Context: an optimization exercise on an open-source flow, tuned for small area. The choices shown serve that exercise and are no tape-out recipe. The RTL was checked by simulation tests, not by an equivalence proof against the original design. The flow treats the clock pin as an ideal source, which a real chip does not have. Power is estimated from default activity; no workload was simulated.

==> inputs of xenon <==
==> flow/design.v <==
`timescale 1ns / 1ps
module counter(
    input clk,
    input sys_rst,
    input startbutton,
    input reset,
    input [1:0] select,
    input [3:0] loadmeMSD,
    input [3:0] loadmeLSD,
    output [6:0] sseg,
    output [3:0] an,
    output dp
    );
    reg [4:0] scan;
    reg [4:0] div;
    wire div_fb = ~((div[3] & div[4]) | (div[1] & div[2] & div[4]) | (div[1] & ~div[2] & ~div[3] & ~div[4]));
    wire div_end = div[4] & ~div[3] & ~div[2] & ~div[1];       
    wire tick = div_end & scan[1] & scan[0];
    always @(posedge clk) begin
        if (sys_rst) begin
            scan <= 5'd3;
            div  <= 5'd0;
        end else begin
            scan <= scan + 5'd1;
            div  <= {div[3:0], div_fb};
        end
    end
    localparam [2:0] P_START = 3'd0,
                     P_NOLOAD = 3'd1,
                     P_LOAD = 3'd2,
                     P_WAITWORK = 3'd3,
                     P_WORK = 3'd4,
                     P_WAITSTOP = 3'd5,
                     P_STOP = 3'd6;
    reg [2:0] phase;
    reg dir;                     
    reg cmpl;                    
    reg [3:0] c0, c1, c2, c3;
    reg [2:0] s;
    wire c0_9 = c0[3] & c0[0];
    wire c1_9 = c1[3] & c1[0];
    wire c2_9 = c2[3] & c2[0];
    wire c3_9 = c3[3] & c3[0];
    wire s_0 = ~s[2] & ~s[1] & ~s[0];
    wire limit = s_0 & c0_9 & c1_9 & c2_9 & c3_9;
    reg [2:0] phase_n;
    always @(*) begin
        phase_n = phase;
        case (phase)
            P_START: phase_n = select[0] ? P_LOAD : P_NOLOAD;
            P_NOLOAD, P_LOAD, P_STOP: begin
                if (reset) phase_n = P_START;
                else if (startbutton) phase_n = P_WAITWORK;
            end
            P_WAITWORK: if (!startbutton) phase_n = P_WORK;
            P_WORK: begin
                if (reset) phase_n = P_START;
                else if (limit || startbutton) phase_n = P_WAITSTOP;
            end
            P_WAITSTOP: if (!startbutton) phase_n = P_STOP;
            default: phase_n = P_START;
        endcase
    end
    always @(posedge clk) begin
        if (sys_rst)
            phase <= P_START;
        else if (tick)
            phase <= phase_n;
    end
    always @(posedge clk)
        if (tick && phase == P_START)
            dir <= select[1];
    always @(posedge clk) begin
        if (sys_rst)
            cmpl <= 1'b0;
        else if (tick && (phase == P_NOLOAD || phase == P_LOAD))
            cmpl <= dir;
    end
    wire lsd_hi = loadmeLSD[3] & (loadmeLSD[2] | loadmeLSD[1]);
    wire [3:0] l2 = lsd_hi ? loadmeLSD - 4'd10 : loadmeLSD;
    wire [4:0] t = loadmeMSD + lsd_hi;
    wire hi = t >= 5'd10;
    wire [3:0] l3 = hi ? t[3:0] - 4'd10 : t[3:0];
    wire [3:0] k2 = dir ? 4'd9 - l2 : l2;
    wire [3:0] k3 = dir ? 4'd9 - l3 : l3;
    wire wrap = s[2] & s[1] & ~s[0] & c3[2] & c3[0] & c2[2] & c2[0] & c1[1] & c1[0] & c0[2] & c0[0];
    wire work = tick & (phase == P_WORK) & ~limit;
    wire clr = sys_rst | (tick & (phase == P_NOLOAD)) | (work & wrap);
    wire load = tick & (phase == P_LOAD);
    wire e0 = work;
    wire e1 = e0 & c0_9;
    wire e2 = e1 & c1_9;
    wire e3 = e2 & c2_9;
    wire es = e3 & c3_9;
    function [3:0] tog(input [3:0] x, input e);
        tog = {e & x[0] & (x[3] | (x[2] & x[1])), e & x[0] & x[1], e & x[0] & ~x[3], e};
    endfunction
    wire [3:0] n0 = c0 ^ tog(c0, e0);
    wire [3:0] n1 = c1 ^ tog(c1, e1);
    wire [3:0] n2 = c2 ^ tog(c2, e2);
    wire [3:0] n3 = c3 ^ tog(c3, e3);
    wire [2:0] ns = s ^ {es & s[1] & s[0], es & s[0], es};
    always @(posedge clk) begin
        c0 <= clr ? 4'd0 : load ? {dir, 2'b00, dir} : n0;
        c1 <= clr ? 4'd0 : load ? {dir, 2'b00, dir} : n1;
        c2 <= clr ? 4'd0 : load ? k2 : n2;
        c3 <= clr ? 4'd0 : load ? k3 : n3;
        s  <= clr ? 3'd0 : load ? {dir & hi, dir & hi, hi} : ns;
    end
    wire [1:0] pos = scan[4:3];
    assign an = {~(pos[1] & pos[0]), ~(pos[1] & ~pos[0]), ~(~pos[1] & pos[0]), ~(~pos[1] & ~pos[0])};
    assign dp = ~(pos[1] & ~pos[0]);
    wire [3:0] x = pos[1] ? (pos[0] ? c3 : c2) : (pos[0] ? c1 : c0);
    wire [3:0] d = cmpl ? {~(x[3] | x[2] | x[1]), x[2] ^ x[1], x[1], ~x[0]} : x;
    assign sseg[6] = (~d[3] & ~d[2] & ~d[1] & d[0]) | (d[2] & ~d[1] & ~d[0]);
    assign sseg[5] = d[2] & (d[1] ^ d[0]);
    assign sseg[4] = ~d[2] & d[1] & ~d[0];
    assign sseg[3] = (~d[3] & ~d[2] & ~d[1] & d[0]) | (d[2] & ~d[1] & ~d[0]) | (d[2] & d[1] & d[0]);
    assign sseg[2] = d[0] | (d[2] & ~d[1]);
    assign sseg[1] = (~d[2] & d[1]) | (~d[3] & ~d[2] & d[0]) | (d[1] & d[0]);
    assign sseg[0] = (~d[3] & ~d[2] & ~d[1]) | (d[2] & d[1] & d[0]);
endmodule
==> flow/flow/run.sh <==
#!/bin/bash
# Layout flow: the standard flow (standard.sh) with
#  - a synthesis that differs from the standard one only in its technology
#    mapping: ABC runs an area-oriented script and yosys's extract_fa is
#    skipped (registers, their names and cell types are unchanged);
#  - port buffers of the smallest buffer cell;
#  - clock tree synthesis without dummy loads.
set -euo pipefail
W=$PWD
{
  echo 'proc synth {args} { yosys synth -nofsm -noshare {*}$args }'
  echo 'proc extract_fa {args} { puts "extract_fa skipped" }'
  echo "proc abc {args} {"
  echo "  set i [lsearch -exact \$args -script]"
  echo "  if {\$i >= 0} { set args [lreplace \$args [expr {\$i+1}] [expr {\$i+1}] $W/flow/area.abc] }"
  echo "  yosys abc {*}\$args"
  echo "}"
  tail -n +2 synth_recipe.tcl
} > my_synth.tcl
bash standard.sh SYNTH_SCRIPT=$W/my_synth.tcl \
  "BUFFER_PORTS_ARGS=-buffer_cell sky130_fd_sc_hd__buf_1" \
  "CTS_ARGS=-sink_clustering_enable -repair_clock_nets -dont_use_dummy_load -buf_list sky130_fd_sc_hd__clkbuf_8 -sink_clustering_size 50 -sink_clustering_max_diameter 1000" \
  finish > standard.log 2>&1
==> flow/flow/area.abc <==
strash
dch -f
amap
topo
==> flow/standard.sh <==
#!/bin/bash
# synth_recipe.tcl (not shown) runs the flow's synth.tcl, then flattens the netlist and writes it again
# the make line also repeats each setting of config.mk as NAME=value (left out here)
make -C /OpenROAD-flow-scripts/flow DESIGN_CONFIG=/design/flow/config.mk WORK_HOME=/design/flow/orfs CLKGATE_MAP_FILE= SYNTH_SCRIPT=/design/flow/synth_recipe.tcl "${@:-finish}"
==> flow/config.mk <==
export PLATFORM = sky130hd
export DESIGN_NAME = counter
export DESIGN_NICKNAME = counter
export VERILOG_FILES = /design/flow/design.v
export SDC_FILE = /design/flow/constraint.sdc
export NUM_CORES = 4
export LEC_CHECK = 0
export ABC_AREA = 1
export CAP_MARGIN = 20
export CORE_MARGIN = 2
export CORE_UTILIZATION = 40
export SLEW_MARGIN = 20
==> flow/constraint.sdc <==
create_clock -name core_clock -period 45.0 [get_ports {clk}]
set_input_delay 9.0000 -clock core_clock [delete_from_list [all_inputs] [get_ports {clk}]]
set_output_delay 9.0000 -clock core_clock [all_outputs]
set_load 0.01 [all_outputs]
==> cedar (differences from xenon) <==
--- a/flow/design.v
+++ b/flow/design.v
@@ -29,7 +29,7 @@
                      P_NOLOAD = 3'd1,
-                     P_LOAD = 3'd2,
-                     P_WAITWORK = 3'd3,
-                     P_WORK = 3'd4,
-                     P_WAITSTOP = 3'd5,
-                     P_STOP = 3'd6;
+                     P_LOAD = 3'd7,
+                     P_WAITWORK = 3'd2,
+                     P_WORK = 3'd3,
+                     P_WAITSTOP = 3'd6,
+                     P_STOP = 3'd5;
     reg [2:0] phase;
@@ -70,3 +70,3 @@
     always @(posedge clk)
-        if (tick && phase == P_START)
+        if (phase == P_START)
             dir <= select[1];
--- a/flow/flow/run.sh
+++ b/flow/flow/run.sh
@@ -3,6 +3,8 @@
 #  - a synthesis that differs from the standard one only in its technology
-#    mapping: ABC runs an area-oriented script and yosys's extract_fa is
+#    mapping: ABC runs an area-oriented script, arithmetic is not mapped
+#    to Kogge-Stone adders, and yosys's extract_fa is
 #    skipped (registers, their names and cell types are unchanged);
 #  - port buffers of the smallest buffer cell;
-#  - clock tree synthesis without dummy loads.
+#  - the clock tree: two clkbuf_8, each driving half of the flip-flops,
+#    inserted before CTS (flow/clkbuf.tcl), so TritonCTS adds nothing.
 set -euo pipefail
@@ -19,5 +21,6 @@
 } > my_synth.tcl
-bash standard.sh SYNTH_SCRIPT=$W/my_synth.tcl \
+bash standard.sh SYNTH_SCRIPT=$W/my_synth.tcl SYNTH_OPERATIONS_ARGS=-noshare \
   "BUFFER_PORTS_ARGS=-buffer_cell sky130_fd_sc_hd__buf_1" \
-  "CTS_ARGS=-sink_clustering_enable -repair_clock_nets -dont_use_dummy_load -buf_list sky130_fd_sc_hd__clkbuf_8 -sink_clustering_size 50 -sink_clustering_max_diameter 1000" \
+  PRE_CTS_TCL=$W/flow/clkbuf.tcl \
+  "CTS_ARGS=-sink_clustering_enable -repair_clock_nets -dont_use_dummy_load -buf_list sky130_fd_sc_hd__clkbuf_8" \
   finish > standard.log 2>&1
==> flow/flow/area.abc (replaced) <==
strash
&get -n
&deepsyn -J 20 -T 120
&dch -f
&nf -R 1000
&put
strash
&get -n
&deepsyn -J 20 -T 120
&put
dch -f
amap
==> flow/flow/clkbuf.tcl (new file) <==
# Clock distribution for a small design: the clock port drives N clock
# buffers, each driving the flip-flops nearest to it (flops split into N
# groups by x position), in place of TritonCTS's H-tree.
set nbuf 2
set cell sky130_fd_sc_hd__clkbuf_8
set block [ord::get_db_block]
set sinks {}
foreach it [$block getITerms] {
  set m [[$it getInst] getMaster]
  if {[$it isInputSignal] || 1} {
    set mt [$it getMTerm]
    if {[$mt getName] eq "CLK" && [[$it getNet] getName] eq "clk"} {
      set xy [$it getAvgXY]
      lappend sinks [list [lindex $xy 1] [lindex $xy 2] [[$it getInst] getName]]
    }
  }
}
set sinks [lsort -real -index 0 $sinks]
set n [llength $sinks]
puts "clock sinks: $n"
for {set g 0} {$g < $nbuf} {incr g} {
  set lo [expr {$g * $n / $nbuf}]
  set hi [expr {($g + 1) * $n / $nbuf - 1}]
  set pins {}; set sx 0; set sy 0
  foreach s [lrange $sinks $lo $hi] {
    lappend pins [get_pins "[lindex $s 2]/CLK"]
    set sx [expr {$sx + [lindex $s 0]}]; set sy [expr {$sy + [lindex $s 1]}]
  }
  set k [llength $pins]
  set dbu [$block getDbUnitsPerMicron]
  set loc [list [expr {$sx / $k / double($dbu)}] [expr {$sy / $k / double($dbu)}]]
  insert_buffer -buffer_cell $cell -net clk -load_pins $pins -location $loc -buffer_name clkbuf_g$g
}
==> comparison table <==
	xenon	cedar
Run status	no timing/DRC/antenna violations	no timing/DRC/antenna violations
Maximum number of pins on one net before global-route repair	16	18
Number of cells after detailed placement	361	325
Last weighted congestion value of the routability-driven placer	0.8565	0.8484
Number of global-route vias before repair	1766	1581
Well-tap cell count	54	52
Reg-to-reg critical path endpoint	c0[2]	s[2]
Part of the total power dissipated in the clock network	0.341	0.233
Filler Cell Count	507	453
Clock network power	0.0199 mW	0.0116 mW
Power share of the sequential group	0.535	0.628
Total number of vias	1975	1715
Clock period minus final worst setup slack	11.64 ns	11.17 ns
Starting Density	0.4113	0.4088
Detailed-route wire length on metal 1	2201 um	2037 um
Layout Skew	0.01200 ns	0.002815 ns

## re-timing with driven ports
How much do the figures lean on ideal ports? The routed layouts below were timed once more, with nothing changed but the port constraints.
Step 1 assumes that a clkbuf_16 drives the clock port and a buf_2 every other input.
Step 2 moves the port delays by t, midway between the first and last clock arrival at a register: inputs arrive t later, outputs are due t later. That takes back most of the time a late clock gives input paths.
Slacks: no drivers / after step 1 / after step 2; pairs: no drivers / after step 1.
run | t (ns) | slack for setup (ns) | clock arrival spread, ns | worst register clock-pin slew, ns | worst slew at a driven data input, ns
xenon | 0.302 | 33.364 / 33.338 / 33.443 | 0.012 / 0.012 | 0.07 / 0.07 | 0.03
cedar | 0.192 | 33.830 / 33.796 / 33.886 | 0.003 / 0.003 | 0.10 / 0.10 | 0.03
After both steps setup and hold are still met in every run listed.
